This is an optimization exercise on Yosys and OpenROAD, whose aim is small area and a short achievable clock period, not a production implementation. Where RTL was checked, it was by simulation tests only, not by an equivalence proof against the original. Power is estimated from default activity; no workload was simulated.

wip/cedar:
==> flow/design.v (excerpt) <==
module pipecpu(clk, rst, instr, readdata, PC, MemWrite, aluout, writedata);
   input         clk;
   input         rst;
   input  [31:0] instr;
   input  [31:0] readdata;
   output [31:0] PC;
   output        MemWrite;
   output [31:0] aluout;
   output [31:0] writedata;
   localparam OP_ADD = 0, OP_AND = 1, OP_OR = 2, OP_XOR = 3, OP_NOR = 4,
              OP_SLT = 5, OP_SLL = 6, OP_SRL = 7, OP_SRA = 8;
   reg  [31:0] dinst;
   reg         fea, feb;
   reg         fla, flb;
   reg         fxa, fxb;
   reg  [31:0] pcn, bpcr;        
   reg  [31:0] ea, eb, es;       
   reg         ecin;             
   reg  [4:0]  esa;              
   reg  [8:0]  eop;
   reg  [4:0]  ern;
   reg         ewreg, em2reg, ewmem;
   reg  [31:0] malu, mb;
   reg  [4:0]  mrn;
   reg         mwreg, mm2reg, mwmem;
   assign MemWrite = mwmem;
   assign aluout = malu;
   assign writedata = mb;
   wire [5:0] op = dinst[31:26];
   wire [5:0] func = dinst[5:0];
   wire [4:0] rs = dinst[25:21];
   wire [4:0] rt = dinst[20:16];
   wire [4:0] rd = dinst[15:11];
   wire r_type = ~|op;
   wire i_add  = r_type & (func == 6'b100000);
   wire i_sub  = r_type & (func == 6'b100010);
   wire i_and  = r_type & (func == 6'b100100);
   wire i_or   = r_type & (func == 6'b100101);
   wire i_xor  = r_type & (func == 6'b100110);
   wire i_nor  = r_type & (func == 6'b100111);
   wire i_slt  = r_type & (func == 6'b101010);
   wire i_sll  = r_type & (func == 6'b000000);
   wire i_srl  = r_type & (func == 6'b000010);
   wire i_sra  = r_type & (func == 6'b000011);
  ...
==> flow/config.mk <==
export PLATFORM = sky130hd
export DESIGN_NAME = pipecpu
export DESIGN_NICKNAME = pipecpu
export VERILOG_FILES = /design/flow/design.v
export SDC_FILE = /design/flow/constraint.sdc
export NUM_CORES = 8
export LEC_CHECK = 0
export CAP_MARGIN = 20
export CORE_MARGIN = 2
export CORE_UTILIZATION = 50
export CTS_CLUSTER_DIAMETER = 85
export CTS_CLUSTER_SIZE = 25
export PLACE_DENSITY = 0.75
export SLEW_MARGIN = 20
export SYNTH_HIERARCHICAL = 1
==> flow/constraint.sdc <==
create_clock -name core_clock -period 12.5 [get_ports {clk}]
set_input_delay 2.5000 -clock core_clock [delete_from_list [all_inputs] [get_ports {clk}]]
set_output_delay 2.5000 -clock core_clock [all_outputs]
set_load 0.01 [all_outputs]
standard.sh (not shown) runs the stock make flow with config.mk's settings and CLKGATE_MAP_FILE= SYNTH_SCRIPT=/design/flow/synth_recipe.tcl, a recipe that flattens the netlist after the stock synthesis.
==> flow/flow/run.sh <==
#!/bin/bash
# The standard layout, with:
# - synthesis: the standard flow's own synthesis script, with a delay-driven ABC script
#   (strash; dch; map -D; buffer; upsize; dnsize) for the final technology
#   mapping in place of ORFS's abc_speed.script (a looser delay target for
#   the top module than for the others); registers are untouched;
# - timing repair aiming well below the clock period (the SDC is unchanged);
# - plain buffers on the ports;
# - without the slow two-stage OR / AND cells (the platform's don't-use cells
#   stay don't-use).
set -euo pipefail
W=$(pwd)
cat > "$W/synth_abc.tcl" <<EOT
proc abc {args} {
   set rest {}
   set skip 0
   foreach a \$args {
      if {\$skip} { set skip 0; continue }
      if {\$a eq "-script"} { set skip 1; continue }
      lappend rest \$a
   }
   yosys abc -script "+strash;dch;map,-D,1100;buffer;upsize,-D,1100;dnsize,-D,1100" {*}\$rest rf_read br_eq alu_add alu_ls pc_sel pci_sel
   yosys abc -script "+strash;dch;map,-D,1600;buffer;upsize,-D,1600;dnsize,-D,1600" {*}\$rest pipecpu
}
source $W/synth_recipe.tcl
EOT
DONT_USE="sky130_fd_sc_hd__probe_p_8 sky130_fd_sc_hd__probec_p_8 sky130_fd_sc_hd__lpflow_bleeder_1 sky130_fd_sc_hd__lpflow_clkbufkapwr_1 sky130_fd_sc_hd__lpflow_clkbufkapwr_16 sky130_fd_sc_hd__lpflow_clkbufkapwr_2 sky130_fd_sc_hd__lpflow_clkbufkapwr_4 sky130_fd_sc_hd__lpflow_clkbufkapwr_8 sky130_fd_sc_hd__lpflow_clkinvkapwr_1 sky130_fd_sc_hd__lpflow_clkinvkapwr_16 sky130_fd_sc_hd__lpflow_clkinvkapwr_2 sky130_fd_sc_hd__lpflow_clkinvkapwr_4 sky130_fd_sc_hd__lpflow_clkinvkapwr_8 sky130_fd_sc_hd__lpflow_decapkapwr_12 sky130_fd_sc_hd__lpflow_decapkapwr_3 sky130_fd_sc_hd__lpflow_decapkapwr_4 sky130_fd_sc_hd__lpflow_decapkapwr_6 sky130_fd_sc_hd__lpflow_decapkapwr_8 sky130_fd_sc_hd__lpflow_inputiso0n_1 sky130_fd_sc_hd__lpflow_inputiso0p_1 sky130_fd_sc_hd__lpflow_inputiso1n_1 sky130_fd_sc_hd__lpflow_inputiso1p_1 sky130_fd_sc_hd__lpflow_inputisolatch_1 sky130_fd_sc_hd__lpflow_isobufsrc_1 sky130_fd_sc_hd__lpflow_isobufsrc_16 sky130_fd_sc_hd__lpflow_isobufsrc_2 sky130_fd_sc_hd__lpflow_isobufsrc_4 sky130_fd_sc_hd__lpflow_isobufsrc_8 sky130_fd_sc_hd__lpflow_isobufsrckapwr_16 sky130_fd_sc_hd__lpflow_lsbuf_lh_hl_isowell_tap_1 sky130_fd_sc_hd__lpflow_lsbuf_lh_hl_isowell_tap_2 sky130_fd_sc_hd__lpflow_lsbuf_lh_hl_isowell_tap_4 sky130_fd_sc_hd__lpflow_lsbuf_lh_isowell_4 sky130_fd_sc_hd__lpflow_lsbuf_lh_isowell_tap_1 sky130_fd_sc_hd__lpflow_lsbuf_lh_isowell_tap_2 sky130_fd_sc_hd__lpflow_lsbuf_lh_isowell_tap_4 sky130_fd_sc_hd__a2111o_1 sky130_fd_sc_hd__a2111o_2 sky130_fd_sc_hd__a2111o_4 sky130_fd_sc_hd__and4_1 sky130_fd_sc_hd__and4_2 sky130_fd_sc_hd__and4_4 sky130_fd_sc_hd__and4b_1 sky130_fd_sc_hd__and4b_2 sky130_fd_sc_hd__and4b_4 sky130_fd_sc_hd__and4bb_1 sky130_fd_sc_hd__and4bb_2 sky130_fd_sc_hd__and4bb_4 sky130_fd_sc_hd__o2111a_1 sky130_fd_sc_hd__o2111a_2 sky130_fd_sc_hd__o2111a_4 sky130_fd_sc_hd__or3_1 sky130_fd_sc_hd__or3_2 sky130_fd_sc_hd__or3_4 sky130_fd_sc_hd__or3b_1 sky130_fd_sc_hd__or3b_2 sky130_fd_sc_hd__or3b_4 sky130_fd_sc_hd__or4_1 sky130_fd_sc_hd__or4_2 sky130_fd_sc_hd__or4_4 sky130_fd_sc_hd__or4b_1 sky130_fd_sc_hd__or4b_2 sky130_fd_sc_hd__or4b_4 sky130_fd_sc_hd__or4bb_1 sky130_fd_sc_hd__or4bb_2 sky130_fd_sc_hd__or4bb_4 "
bash standard.sh "SYNTH_SCRIPT=$W/synth_abc.tcl" SETUP_SLACK_MARGIN=8.5 "BUFFER_PORTS_ARGS=-buffer_cell sky130_fd_sc_hd__buf_4" "DONT_USE_CELLS=$DONT_USE" finish > standard_flow.log 2>&1
Relative to wip/cedar, the following input files were edited for wip/willow:
Settings: removing SYNTH_HIERARCHICAL (formerly 1).
--- a/flow/flow/run.sh
+++ b/flow/flow/run.sh
@@ -5,2 +5 @@
-#   mapping in place of ORFS's abc_speed.script (a looser delay target for
-#   the top module than for the others); registers are untouched;
+#   mapping in place of ORFS's abc_speed.script; registers are untouched;
@@ -22,2 +21 @@
-   yosys abc -script "+strash;dch;map,-D,1100;buffer;upsize,-D,1100;dnsize,-D,1100" {*}\$rest rf_read br_eq alu_add alu_ls pc_sel pci_sel
-   yosys abc -script "+strash;dch;map,-D,1600;buffer;upsize,-D,1600;dnsize,-D,1600" {*}\$rest pipecpu
+   yosys abc -script "+strash;dch;map,-D,1100;buffer;upsize,-D,1100;dnsize,-D,1100" {*}\$rest
wip/willow completed end to end with timing, DRC and antenna clean.
Compared with wip/cedar, in wip/willow leakage power total went up about 15%, total detailed-routing wirelength increased by 37% relative to the old numbers, sequential power share now sits lower.
The run showing the smaller fraction of power consumed by the clock network is wip/willow.
Relative to wip/cedar, global routing met1 resource utilization increased by 12 points in wip/willow.
Re final area: wip/cedar was lower than wip/willow.
wip/willow vs wip/cedar, worst setup path endpoint: g_pci[1].isel.taken vs g_pc[1].psel.taken
Sort wip/willow and wip/cedar by clock insertion delay at the later pin of the skew report, ascending, and wip/cedar comes first.
The most common library cell in the layout ignoring fill and taps comes out edfxtp_1 in one run and nand2_1 in the other, namely in wip/cedar and wip/willow respectively.
On hold slack, wip/willow does better than wip/cedar.
Total clock sinks: wip/willow and wip/cedar compared, lower one is wip/willow
Total vias in the final route went up by more than 10% going from wip/cedar to wip/willow.
Inputs modified between wip/willow and wip/umber:
Settings: SYNTH_HIERARCHICAL newly set to 1.
--- a/flow/flow/run.sh
+++ b/flow/flow/run.sh
@@ -26 +26 @@
-bash standard.sh "SYNTH_SCRIPT=$W/synth_abc.tcl" SETUP_SLACK_MARGIN=8.5 "BUFFER_PORTS_ARGS=-buffer_cell sky130_fd_sc_hd__buf_4" "DONT_USE_CELLS=$DONT_USE" finish > standard_flow.log 2>&1
+bash standard.sh "SYNTH_SCRIPT=$W/synth_abc.tcl" SETUP_SLACK_MARGIN=8.5 "BUFFER_PORTS_ARGS=-buffer_cell sky130_fd_sc_hd__buf_4" "DONT_USE_CELLS=$DONT_USE" SKIP_CTS_REPAIR_TIMING=1 finish > standard_flow.log 2>&1
==> run summary <==
wip/umber went all the way through synthesis, placement and routing and the layout is clean on timing, DRC and antenna. Between wip/willow and wip/umber, power in the clock group is lower for wip/willow, wip/umber comes in above that. Looking at non-clock buffer share of cell area, wip/umber sits 4.4 points lower than wip/willow does. Re largest net degree at the start of global routing: wip/umber is 1.4% up on wip/willow. On upper clock frequency limit, wip/umber does better than wip/willow. Against wip/willow as the reference, wip/umber delivers a lower post-placement cell count.
#### Input delta (wip/lagoon over wip/umber)
--- a/flow/flow/run.sh
+++ b/flow/flow/run.sh
@@ -2,8 +2,4 @@
-# The standard layout, with:
-# - synthesis: the standard flow's own synthesis script, with a delay-driven ABC script
-#   (strash; dch; map -D; buffer; upsize; dnsize) for the final technology
-#   mapping in place of ORFS's abc_speed.script; registers are untouched;
-# - timing repair aiming well below the clock period (the SDC is unchanged);
-# - plain buffers on the ports;
-# - without the slow two-stage OR / AND cells (the platform's don't-use cells
-#   stay don't-use).
+# The standard layout, with timing repair aiming well below the clock
+# period (the SDC is unchanged), plain buffers on the ports, and without the
+# slow two-stage OR / AND cells (the platform's don't-use cells stay
+# don't-use).
@@ -11,14 +6,0 @@
-W=$(pwd)
-cat > "$W/synth_abc.tcl" <<EOT
-proc abc {args} {
-   set rest {}
-   set skip 0
-   foreach a \$args {
-      if {\$skip} { set skip 0; continue }
-      if {\$a eq "-script"} { set skip 1; continue }
-      lappend rest \$a
-   }
-   yosys abc -script "+strash;dch;map,-D,1100;buffer;upsize,-D,1100;dnsize,-D,1100" {*}\$rest
-}
-source $W/synth_recipe.tcl
-EOT
@@ -26 +8 @@
-bash standard.sh "SYNTH_SCRIPT=$W/synth_abc.tcl" SETUP_SLACK_MARGIN=8.5 "BUFFER_PORTS_ARGS=-buffer_cell sky130_fd_sc_hd__buf_4" "DONT_USE_CELLS=$DONT_USE" SKIP_CTS_REPAIR_TIMING=1 finish > standard_flow.log 2>&1
+bash standard.sh SETUP_SLACK_MARGIN=8.5 "BUFFER_PORTS_ARGS=-buffer_cell sky130_fd_sc_hd__buf_4" "DONT_USE_CELLS=$DONT_USE" finish > standard_flow.log 2>&1
Findings:
wip/lagoon ends up with higher critical-path maximum fanout than wip/umber does.
Compared with wip/umber, wip/lagoon degrades worst slack at placement.
Post-layout minimum cycle time was higher in the run labelled wip/lagoon.
wip/lagoon: full flow OK, the timing, design-rule and antenna checks passed
For wip/fjord, these inputs were changed with respect to wip/lagoon:
--- a/flow/flow/run.sh
+++ b/flow/flow/run.sh
@@ -2,4 +2,8 @@
-# The standard layout, with timing repair aiming well below the clock
-# period (the SDC is unchanged), plain buffers on the ports, and without the
-# slow two-stage OR / AND cells (the platform's don't-use cells stay
-# don't-use).
+# The standard layout, with:
+# - synthesis: the standard flow's own synthesis script, with a delay-driven ABC script
+#   (strash; dch; map -D; buffer; upsize; dnsize) for the final technology
+#   mapping in place of ORFS's abc_speed.script; registers are untouched;
+# - timing repair aiming well below the clock period (the SDC is unchanged);
+# - plain buffers on the ports;
+# - without the slow two-stage OR / AND cells (the platform's don't-use cells
+#   stay don't-use).
@@ -6,0 +11,14 @@
+W=$(pwd)
+cat > "$W/synth_abc.tcl" <<EOT
+proc abc {args} {
+   set rest {}
+   set skip 0
+   foreach a \$args {
+      if {\$skip} { set skip 0; continue }
+      if {\$a eq "-script"} { set skip 1; continue }
+      lappend rest \$a
+   }
+   yosys abc -script "+strash;dch;map,-D,1100;buffer;upsize,-D,1100;dnsize,-D,1100" {*}\$rest
+}
+source $W/synth_recipe.tcl
+EOT
@@ -8 +26 @@
-bash standard.sh SETUP_SLACK_MARGIN=8.5 "BUFFER_PORTS_ARGS=-buffer_cell sky130_fd_sc_hd__buf_4" "DONT_USE_CELLS=$DONT_USE" finish > standard_flow.log 2>&1
+bash standard.sh "SYNTH_SCRIPT=$W/synth_abc.tcl" SETUP_SLACK_MARGIN=8.3 "BUFFER_PORTS_ARGS=-buffer_cell sky130_fd_sc_hd__buf_4" "DONT_USE_CELLS=$DONT_USE" finish > standard_flow.log 2>&1
==> comparison <==
No stage failed in wip/fjord, and the final checks on the layout all came back clean. Die area: wip/fjord vs wip/lagoon, no meaningful difference. wip/fjord leaves more setup margin than wip/lagoon. Comparing wip/lagoon and wip/fjord, portion of netlist area occupied by mux cells is higher on wip/lagoon. Lower via count among wip/lagoon and wip/fjord: wip/lagoon. Re fraction of registers with async set/reset: no difference whatsoever between wip/lagoon and wip/fjord. Changes observed in wip/fjord relative to wip/lagoon: global-route wire length before repair increased by 3.6% relative to the old numbers, slew of the pin with the lowest slew margin increased 60 ps.
Changes in wip/ember relative to wip/fjord:
--- a/flow/flow/run.sh
+++ b/flow/flow/run.sh
@@ -26 +26 @@
-bash standard.sh "SYNTH_SCRIPT=$W/synth_abc.tcl" SETUP_SLACK_MARGIN=8.3 "BUFFER_PORTS_ARGS=-buffer_cell sky130_fd_sc_hd__buf_4" "DONT_USE_CELLS=$DONT_USE" finish > standard_flow.log 2>&1
+bash standard.sh "SYNTH_SCRIPT=$W/synth_abc.tcl" SETUP_SLACK_MARGIN=8.5 "BUFFER_PORTS_ARGS=-buffer_cell sky130_fd_sc_hd__buf_4" "DONT_USE_CELLS=$DONT_USE" MATCH_CELL_FOOTPRINT=0 finish > standard_flow.log 2>&1
==> comparison <==
wip/ember closes out successfully: all stages finished, all timing, DRC and antenna checks passed. Any difference in via count between wip/fjord and wip/ember is small enough to ignore. Diff wip/ember and wip/fjord: maximum frequency lower in wip/fjord. From wip/ember to wip/fjord, synthesized cell count did not move at all. wip/ember vs. wip/fjord: post-layout total power went up about 0.8%, fraction of area in clock buffers and inverters held, switching share of total power held, final worst-path setup slack went up 25 ps, sequential cell area fraction in the yosys report held. Compared with wip/fjord, wip/ember shows a lower slew at the pin closest to its max-slew limit.

pipecpu, a different RTL version from the one above (not shown whole).
Size: about 160 I/O pins, ~0.069 mm^2 of cells after synthesis.
export LEC_CHECK = 0
export CAP_MARGIN = 20
export CORE_MARGIN = 2
export CORE_UTILIZATION = 50
export PLACE_DENSITY = 0.75
export SLEW_MARGIN = 20
export SYNTH_HIERARCHICAL = 1
create_clock -name core_clock -period 12.5 [get_ports {clk}]
==> flow/flow/run.sh <==
#!/bin/bash
# The standard layout, with timing repair aiming well below the clock
# period (the SDC is unchanged).
set -euo pipefail
bash standard.sh SETUP_SLACK_MARGIN=8.5 finish > standard_flow.log 2>&1
Change:
Settings changed: CTS_BUF_LIST set to sky130_fd_sc_hd__clkbuf_8, PLACE_DENSITY 0.75 to not set.
Outcome:
- first-iteration DRC count is lower by 30%
- core utilization went down by 0.84 points
- via count shrinks by 3.1%
- critical path depth stays the same
- power drops by 4.9%
- die area is unchanged
Change:
Settings changed: CTS_BUF_LIST sky130_fd_sc_hd__clkbuf_8 to not set.
The changed run went through all stages and came out clean; cell area is higher slightly; sequential power is about the same; first-iteration DRC count is higher by a few percent; maximum frequency is higher by a few percent; cell count is lower slightly; worst setup slack gains 0.16 ns; wire length hardly moves; clock-buffer cell count is lower by 39; total power is higher by a few percent.
Change:
==> flow/flow/run.sh (replaced) <==
#!/bin/bash
# The standard layout, with timing repair aiming well below the clock
# period (the SDC is unchanged).
set -euo pipefail
bash standard.sh SETUP_SLACK_MARGIN=9.0 finish > standard_flow.log 2>&1
After rerunning:
- total power fell by 0.63%
- die area does not change
- count of clock-buffer cells in the layout does not change
- sequential power is about the same
- setup slack gets better by 0.075 ns
- hold slack gets better by 0.0090 ns
- cell count rose by 2.6%
- routed wire length rose by 6.2%
No run of this note included a check of the RTL's function; only the layout flow was run.

==> what the ideal ports hide <==
The results above use ideal ports. As a check the final layouts listed here were re-extracted and re-timed, cells and wires unchanged.
Step 1, drivers: a clkbuf_16 drives clk and a buf_2 each remaining input, both assumed.
Step 2 adds t to the input delays and takes it off the output delays; t is the mean of the earliest and latest rising clock arrival at the registers after step 1. Input paths then give back, and output paths get back, about the clock's delay inside the block.
a / b / c = ideal / step 1 / step 2; a / b = the first two.
run | shift t [ns] | setup WS [ns] | latest minus earliest clock arrival (ns) | worst register clock-pin slew, ns | cell pins on the clock port's net
wip/cedar | 0.814 | 8.286 / 8.221 / 7.516 | 0.045 / 0.044 | 0.11 / 0.11 | 1
wip/willow | 0.826 | 7.459 / 7.494 / 6.669 | 0.067 / 0.067 | 0.11 / 0.11 | 1
wip/umber | 0.821 | 8.291 / 8.212 / 7.546 | 0.067 / 0.067 | 0.11 / 0.11 | 1
wip/lagoon | 0.804 | 8.235 / 8.207 / 7.478 | 0.050 / 0.050 | 0.11 / 0.11 | 1
wip/fjord | 0.812 | 8.254 / 8.174 / 7.472 | 0.065 / 0.065 | 0.11 / 0.11 | 1
wip/ember | 0.816 | 8.279 / 8.202 / 7.576 | 0.063 / 0.064 | 0.11 / 0.11 | 1
the first run of note 2 | 0.887 | 8.130 / 8.050 / 7.290 | 0.060 / 0.061 | 0.07 / 0.07 | 1
the second run of note 2 | 1.068 | 7.931 / 7.855 / 7.183 | 0.065 / 0.066 | 0.07 / 0.07 | 1
the third run of note 2 | 0.900 | 8.087 / 8.041 / 7.268 | 0.044 / 0.044 | 0.07 / 0.07 | 1
the fourth run of note 2 | 0.863 | 8.162 / 8.104 / 7.348 | 0.052 / 0.052 | 0.06 / 0.06 | 1
After both steps setup and hold are still met in every run listed. For the first run of note 2, which loses most, drivers alone change the setup slack by -0.080 ns; drivers and shift together by -0.840 ns.
